This design comes from an exercise in tuning for small area, a short achievable clock period and few clock cycles on the open sky130 flow, not from production work.
At most, simulation tests tie the RTL to the original design; equivalence was not proved.
The clock input has no modelled driver; a real chip could not lean on it and would need a root buffer or a full tree.
No activity file was given, so power comes from the tool's default toggle rates.

==> module linear_layer_with_mem, before the edit <==
module linear_layer_with_mem #(
    parameter DATA_WIDTH    = 8,
    parameter W_WIDTH       = 8,
    parameter ACC_WIDTH     = 32,
    parameter ADDR_WIDTH    = 8,
    parameter DATABUS_WIDTH = 32,
    parameter N = 8,
    parameter M = 8
)(
    input  wire clk,
    input  wire rst,
    input  wire start,
    input  wire [ADDR_WIDTH-1:0] activ_base,
    input  wire [ADDR_WIDTH-1:0] weight_base,
    input  wire [ADDR_WIDTH-1:0] bias_base,
    input  wire [ADDR_WIDTH-1:0] output_base,
    output reg mem_w,
    output reg mem_sel,
    output reg done,
    output reg out_valid,
    output wire [ADDR_WIDTH-1:0]    address_bus,
    input  wire [DATABUS_WIDTH-1:0] data_bus_in,
    output wire [DATABUS_WIDTH-1:0] data_bus_out,
    input  wire                     ready
);
    localparam PH_IDLE = 3'b100, PH_ACT = 3'b000, PH_BIAS = 3'b001,
               PH_WGT = 3'b010, PH_OUT = 3'b011, PH_DONE = 3'b111;
    reg [2:0] phase;
    reg [2:0] i, j;        
    reg [2:0] st;          
    wire      busy = |st;  
    reg       rdy_q, rdy_qq, rdy_q3;   
    reg [7:0]  act [0:7];
    reg [6:0]  wq;         
    reg [15:0] bl;         
    reg        pneg;       
    wire       psgn = bl[15];   
    reg [31:0] r;
    reg [7:0]  address;
    assign address_bus  = address;
    assign data_bus_out = r;
    wire xfer = mem_sel & ready;
    wire [7:0] a = act[0];
    wire [9:0] ax = {{2{a[7]}}, a};
    wire [1:0] w = data_bus_in[1:0];
    reg  [9:0] ppx0;
    always @* begin
        case (w)
            2'd0: ppx0 = 10'd0;
            2'd1: ppx0 = ax;
            2'd2: ppx0 = ~{ax[8:0], 1'b0};
            default: ppx0 = ~ax;
        endcase
    end
    wire [2:0] trip = wq[2:0];
    wire s_neg = trip[2] & ~(trip[1] & trip[0]);
    wire s_one = trip[1] ^ trip[0];
    wire s_two = (trip[2] & ~trip[1] & ~trip[0]) | (~trip[2] & trip[1] & trip[0]);
    wire [9:0] ppx = (({10{s_one}} & ax) | ({10{s_two}} & {ax[8:0], 1'b0})) ^ {10{s_neg}};
    reg  [15:0] bsh;
    always @* begin
        bsh = ({16{st[0]}} & {{4{ppx[9]}}, ppx, {2{s_neg}}}) |
              ({16{st[1]}} & {{2{ppx[9]}}, ppx, {4{s_neg}}}) |
              ({16{st[2]}} & {ppx, {6{s_neg}}});
    end
    wire new_w = xfer & (phase == PH_WGT);
    wire [15:0] bl_n   = new_w ? {{6{ppx0[9]}}, ppx0} : busy ? bsh : 16'd0;
    wire        pneg_n = new_w ? w[1] : busy & s_neg;
    wire [15:0] lsum;
    wire        c16;
    llwm_add16 u_add (.a(r[15:0]), .b(bl), .ci(pneg), .s(lsum), .co(c16));
    wire [15:0] hpm;
    llwm_hi u_hi (.h(r[31:16]), .sgn(psgn), .o(hpm));
    wire [31:0] sum = {r[31:16] ^ (hpm & {16{c16 ^ psgn}}), lsum};
    reg [7:0] nbase;
    always @* begin
        case (phase[1:0])
            2'd0: nbase = activ_base;
            2'd1: nbase = bias_base;
            2'd2: nbase = weight_base;
            default: nbase = output_base;
        endcase
    end
    wire [5:0] off  = {i & {3{phase[1] & ~phase[0]}}, j | (i & {3{phase[0]}})};
    wire [5:0] offg = off & {6{rdy_q3}};
    wire [7:0] addr_n = (phase[2] | rdy_qq) ? nbase : address + {2'd0, offg};
    always @(posedge clk or posedge rst) begin
        if (rst) begin
            phase <= PH_IDLE;
            i <= 0; j <= 0; st <= 0;
            rdy_q <= 0; rdy_qq <= 0; rdy_q3 <= 0;
            mem_sel <= 0; mem_w <= 0;
            done <= 0; out_valid <= 0;
        end else begin
            rdy_q <= xfer;
            rdy_qq <= rdy_q;
            rdy_q3 <= rdy_qq;
            out_valid <= mem_w & (xfer | rdy_q);
            mem_w <= (phase == PH_OUT);
            st <= {st[1:0], xfer & (phase == PH_WGT)};
            if (xfer && phase == PH_OUT && i == 3'd7) done <= 1;
            if (phase == PH_IDLE)
                mem_sel <= start;
            else if (phase != PH_DONE && !done)
                mem_sel <= ~xfer;
            else
                mem_sel <= 0;
            case (phase)
                PH_IDLE: if (start) phase <= PH_ACT;
                PH_DONE: ;
                default: if (rdy_q) begin
                    case (phase)
                        PH_ACT: begin
                            j <= j + 3'd1;
                            if (j == 3'd7) phase <= PH_BIAS;
                        end
                        PH_BIAS: phase <= PH_WGT;
                        PH_WGT: begin
                            j <= j + 3'd1;
                            if (j == 3'd7) phase <= PH_OUT;
                        end
                        default: begin
                            i <= i + 3'd1;
                            phase <= (i == 3'd7) ? PH_DONE : PH_BIAS;
                        end
                    endcase
                end
            endcase
        end
    end
    wire rot = st[2];
    wire act_ph = (phase == PH_ACT);
    wire act_last = rdy_q & (j == 3'd7);
    integer n;
    always @(posedge clk) begin
        address <= addr_n;
        wq <= busy ? {2'b00, wq[6:2]} : data_bus_in[7:1];
        bl <= bl_n;
        pneg <= pneg_n;
        if (act_ph && !act_last)
            act[7] <= data_bus_in[7:0];
        else if (rot)
            act[7] <= act[0];
        if ((act_ph && rdy_q && !act_last) || rot)
            for (n = 0; n < 7; n = n + 1) act[n] <= act[n+1];
        r <= (phase == PH_BIAS && !rdy_q) ? data_bus_in : sum;
    end
endmodule
==> flow/config.mk <==
export PLATFORM = sky130hd
export DESIGN_NAME = linear_layer_with_mem
export DESIGN_NICKNAME = linear_layer_with_mem
export VERILOG_FILES = /design/flow/design.v
export SDC_FILE = /design/flow/constraint.sdc
export NUM_CORES = 8
export LEC_CHECK = 0
export ABC_AREA = 1
export CAP_MARGIN = 20
export CORE_MARGIN = 2
export CORE_UTILIZATION = 65
export SLEW_MARGIN = 20
==> flow/constraint.sdc <==
create_clock -name core_clock -period 11.0 [get_ports {clk}]
set_input_delay 2.2000 -clock core_clock [delete_from_list [all_inputs] [get_ports {clk}]]
set_output_delay 2.2000 -clock core_clock [all_outputs]
set_load 0.01 [all_outputs]
standard.sh (not shown) runs the stock make flow with config.mk's settings and CLKGATE_MAP_FILE= SYNTH_SCRIPT=/design/flow/synth_recipe.tcl, a recipe that flattens the netlist after the stock synthesis.
==> flow/flow/run.sh <==
#!/bin/bash
# Own layout flow: the standard ORFS flow (standard.sh; the synthesis is
# the standard one, run first on its own), with
#  - the make settings listed in flow/knobs.txt (one per line, @WORK@ stands
#    for the work folder): small port buffers and timing repair aimed past the
#    clock period;
#  - the clock tree built by flow/mycts.tcl instead of TritonCTS: the clock
#    port drives a few root cells, each driving some of the leaf cells, each
#    leaf driving the flip-flops of one region; every flip-flop has the same
#    cells on its clock path (two inverters: the clock keeps its polarity).
#    Only that call in a copy of ORFS's cts.tcl is changed.
# Each tool's full output goes to its ORFS log under orfs/logs/; make's own
# output goes to flow_make_*.log in the work folder.
set -euo pipefail
args=()
while IFS= read -r line; do
  [[ -z "$line" || "$line" == \#* ]] && continue
  args+=("${line//@WORK@/$PWD}")
done < flow/knobs.txt
bash standard.sh "${args[@]}" synth > flow_make_synth.log 2>&1
rm -rf myscripts
cp -r "$FLOW_HOME/scripts" myscripts
python3 - <<'PY'
p = 'myscripts/cts.tcl'
s = open(p).read()
old = 'log_cmd clock_tree_synthesis {*}$cts_args'
assert s.count(old) == 1
s = s.replace(old, 'source $::env(MYCTS_TCL)\nmy_cts_auto')
open(p, 'w').write(s)
PY
bash standard.sh "${args[@]}" "SCRIPTS_DIR=$PWD/myscripts" "MYCTS_TCL=$PWD/flow/mycts.tcl" finish > flow_make_finish.log 2>&1
# every port keeps its own buffer
FINAL_ODB=orfs/results/$FLOW_PLATFORM/linear_layer_with_mem/base/6_final.odb openroad -no_init -exit flow/check_ports.tcl > flow_check_ports.log 2>&1
Other scripts of this flow, unchanged in this note and not shown: flow/flow/check_ports.tcl, flow/flow/knobs.txt, flow/flow/mycts.tcl
Next try:
--- a/flow/design.v
+++ b/flow/design.v
@@ -25,18 +25,19 @@
 );
     localparam PH_IDLE = 3'b100, PH_ACT = 3'b000, PH_BIAS = 3'b001,
                PH_WGT = 3'b010, PH_OUT = 3'b011, PH_DONE = 3'b111;
     reg [2:0] phase;
     reg [2:0] i, j;        
-    reg [2:0] st;          
-    wire      busy = |st;  
+    reg [1:0] k;           
+    reg       busy;        
     reg       rdy_q, rdy_qq, rdy_q3;   
+    reg       ov1;
     reg [7:0]  act [0:7];
     reg [6:0]  wq;         
     reg [15:0] bl;         
     reg        pneg;       
-    wire       psgn = bl[15];   
+    reg        psgn;       
     reg [31:0] r;
     reg [7:0]  address;
     assign address_bus  = address;
     assign data_bus_out = r;
     wire xfer = mem_sel & ready;
@@ -57,17 +58,20 @@
     wire s_one = trip[1] ^ trip[0];
     wire s_two = (trip[2] & ~trip[1] & ~trip[0]) | (~trip[2] & trip[1] & trip[0]);
     wire [9:0] ppx = (({10{s_one}} & ax) | ({10{s_two}} & {ax[8:0], 1'b0})) ^ {10{s_neg}};
     reg  [15:0] bsh;
     always @* begin
-        bsh = ({16{st[0]}} & {{4{ppx[9]}}, ppx, {2{s_neg}}}) |
-              ({16{st[1]}} & {{2{ppx[9]}}, ppx, {4{s_neg}}}) |
-              ({16{st[2]}} & {ppx, {6{s_neg}}});
+        case (k)
+            2'd0: bsh = {{4{ppx[9]}}, ppx, {2{s_neg}}};
+            2'd1: bsh = {{2{ppx[9]}}, ppx, {4{s_neg}}};
+            default: bsh = {ppx, {6{s_neg}}};
+        endcase
     end
     wire new_w = xfer & (phase == PH_WGT);
     wire [15:0] bl_n   = new_w ? {{6{ppx0[9]}}, ppx0} : busy ? bsh : 16'd0;
     wire        pneg_n = new_w ? w[1] : busy & s_neg;
+    wire        psgn_n = new_w ? ppx0[9] : busy & ppx[9];
     wire [15:0] lsum;
     wire        c16;
     llwm_add16 u_add (.a(r[15:0]), .b(bl), .ci(pneg), .s(lsum), .co(c16));
     wire [15:0] hpm;
     llwm_hi u_hi (.h(r[31:16]), .sgn(psgn), .o(hpm));
@@ -85,21 +89,26 @@
     wire [5:0] offg = off & {6{rdy_q3}};
     wire [7:0] addr_n = (phase[2] | rdy_qq) ? nbase : address + {2'd0, offg};
     always @(posedge clk or posedge rst) begin
         if (rst) begin
             phase <= PH_IDLE;
-            i <= 0; j <= 0; st <= 0;
-            rdy_q <= 0; rdy_qq <= 0; rdy_q3 <= 0;
+            i <= 0; j <= 0; k <= 0;
+            busy <= 0; rdy_q <= 0; rdy_qq <= 0; rdy_q3 <= 0;
             mem_sel <= 0; mem_w <= 0;
-            done <= 0; out_valid <= 0;
+            done <= 0; out_valid <= 0; ov1 <= 0;
         end else begin
             rdy_q <= xfer;
             rdy_qq <= rdy_q;
             rdy_q3 <= rdy_qq;
-            out_valid <= mem_w & (xfer | rdy_q);
+            ov1 <= xfer & mem_w;
+            out_valid <= (xfer & mem_w) | ov1;
             mem_w <= (phase == PH_OUT);
-            st <= {st[1:0], xfer & (phase == PH_WGT)};
+            if (busy) begin
+                k <= (k == 2'd2) ? 2'd0 : k + 2'd1;
+                if (k == 2'd2) busy <= 0;
+            end
+            if (xfer && phase == PH_WGT) busy <= 1;
             if (xfer && phase == PH_OUT && i == 3'd7) done <= 1;
             if (phase == PH_IDLE)
                 mem_sel <= start;
             else if (phase != PH_DONE && !done)
                 mem_sel <= ~xfer;
@@ -126,19 +135,20 @@
                     endcase
                 end
             endcase
         end
     end
-    wire rot = st[2];
+    wire rot = busy & (k == 2'd2);
     wire act_ph = (phase == PH_ACT);
     wire act_last = rdy_q & (j == 3'd7);
     integer n;
     always @(posedge clk) begin
         address <= addr_n;
         wq <= busy ? {2'b00, wq[6:2]} : data_bus_in[7:1];
         bl <= bl_n;
         pneg <= pneg_n;
+        psgn <= psgn_n;
         if (act_ph && !act_last)
             act[7] <= data_bus_in[7:0];
         else if (rot)
             act[7] <= act[0];
         if ((act_ph && rdy_q && !act_last) || rot)
The new run ran to the end with no violations.
Die area rose by 0.88%.
Cell area is about the same.
Fmax rose by about 0.7%.
Hold slack is worse by 11 ps.
Cell count rose by about 0.8%.
Area after synthesis rose by about 0.9%.
Utilization fell by 0.23 points.
First-iteration DRC count rose by 3.5%.
Via count rose by about 1.1%.
Global-route usage fell by 0.80 points.
Clock skew barely changes.
Synthesized cell count rose by 1.6%.
Setup slack is better by 21 ps.
Sequential power rose by about 6%.
Testbench counts after the change, summed over its fixed seeds: cycles 84,288.
The RTL of the first run of this note was laid out without a check of its function. No run of this note takes its clock network from TritonCTS; it comes from the design's own scripts or RTL.

[port drivers added, routing unchanged]
How much do the figures lean on ideal ports? The routed layouts below were timed once more, with nothing changed but the port constraints. Step 1 assumes that a clkbuf_16 drives the clock port and a buf_2 every other input. Step 2 also shifts input and output timing later by t, the mid clock arrival at the registers, as if the neighbouring blocks saw the same clock. a / b / c = no drivers / after step 1 / after step 2; a / b = the first two.
| run | t, ns | setup WS [ns] | latest minus earliest clock arrival (ns) | pins driven straight from the clock port |
|---|---|---|---|---|
| the first run | 0.286 | 8.073 / 7.927 / 7.946 | 0.022 / 0.023 | 4 |
| the second run | 0.286 | 8.094 / 7.944 / 7.940 | 0.019 / 0.020 | 4 |
After both steps every run listed still meets setup and hold. For the second run, which loses most, drivers alone change the setup slack by -0.150 ns; drivers and shift together by -0.154 ns.
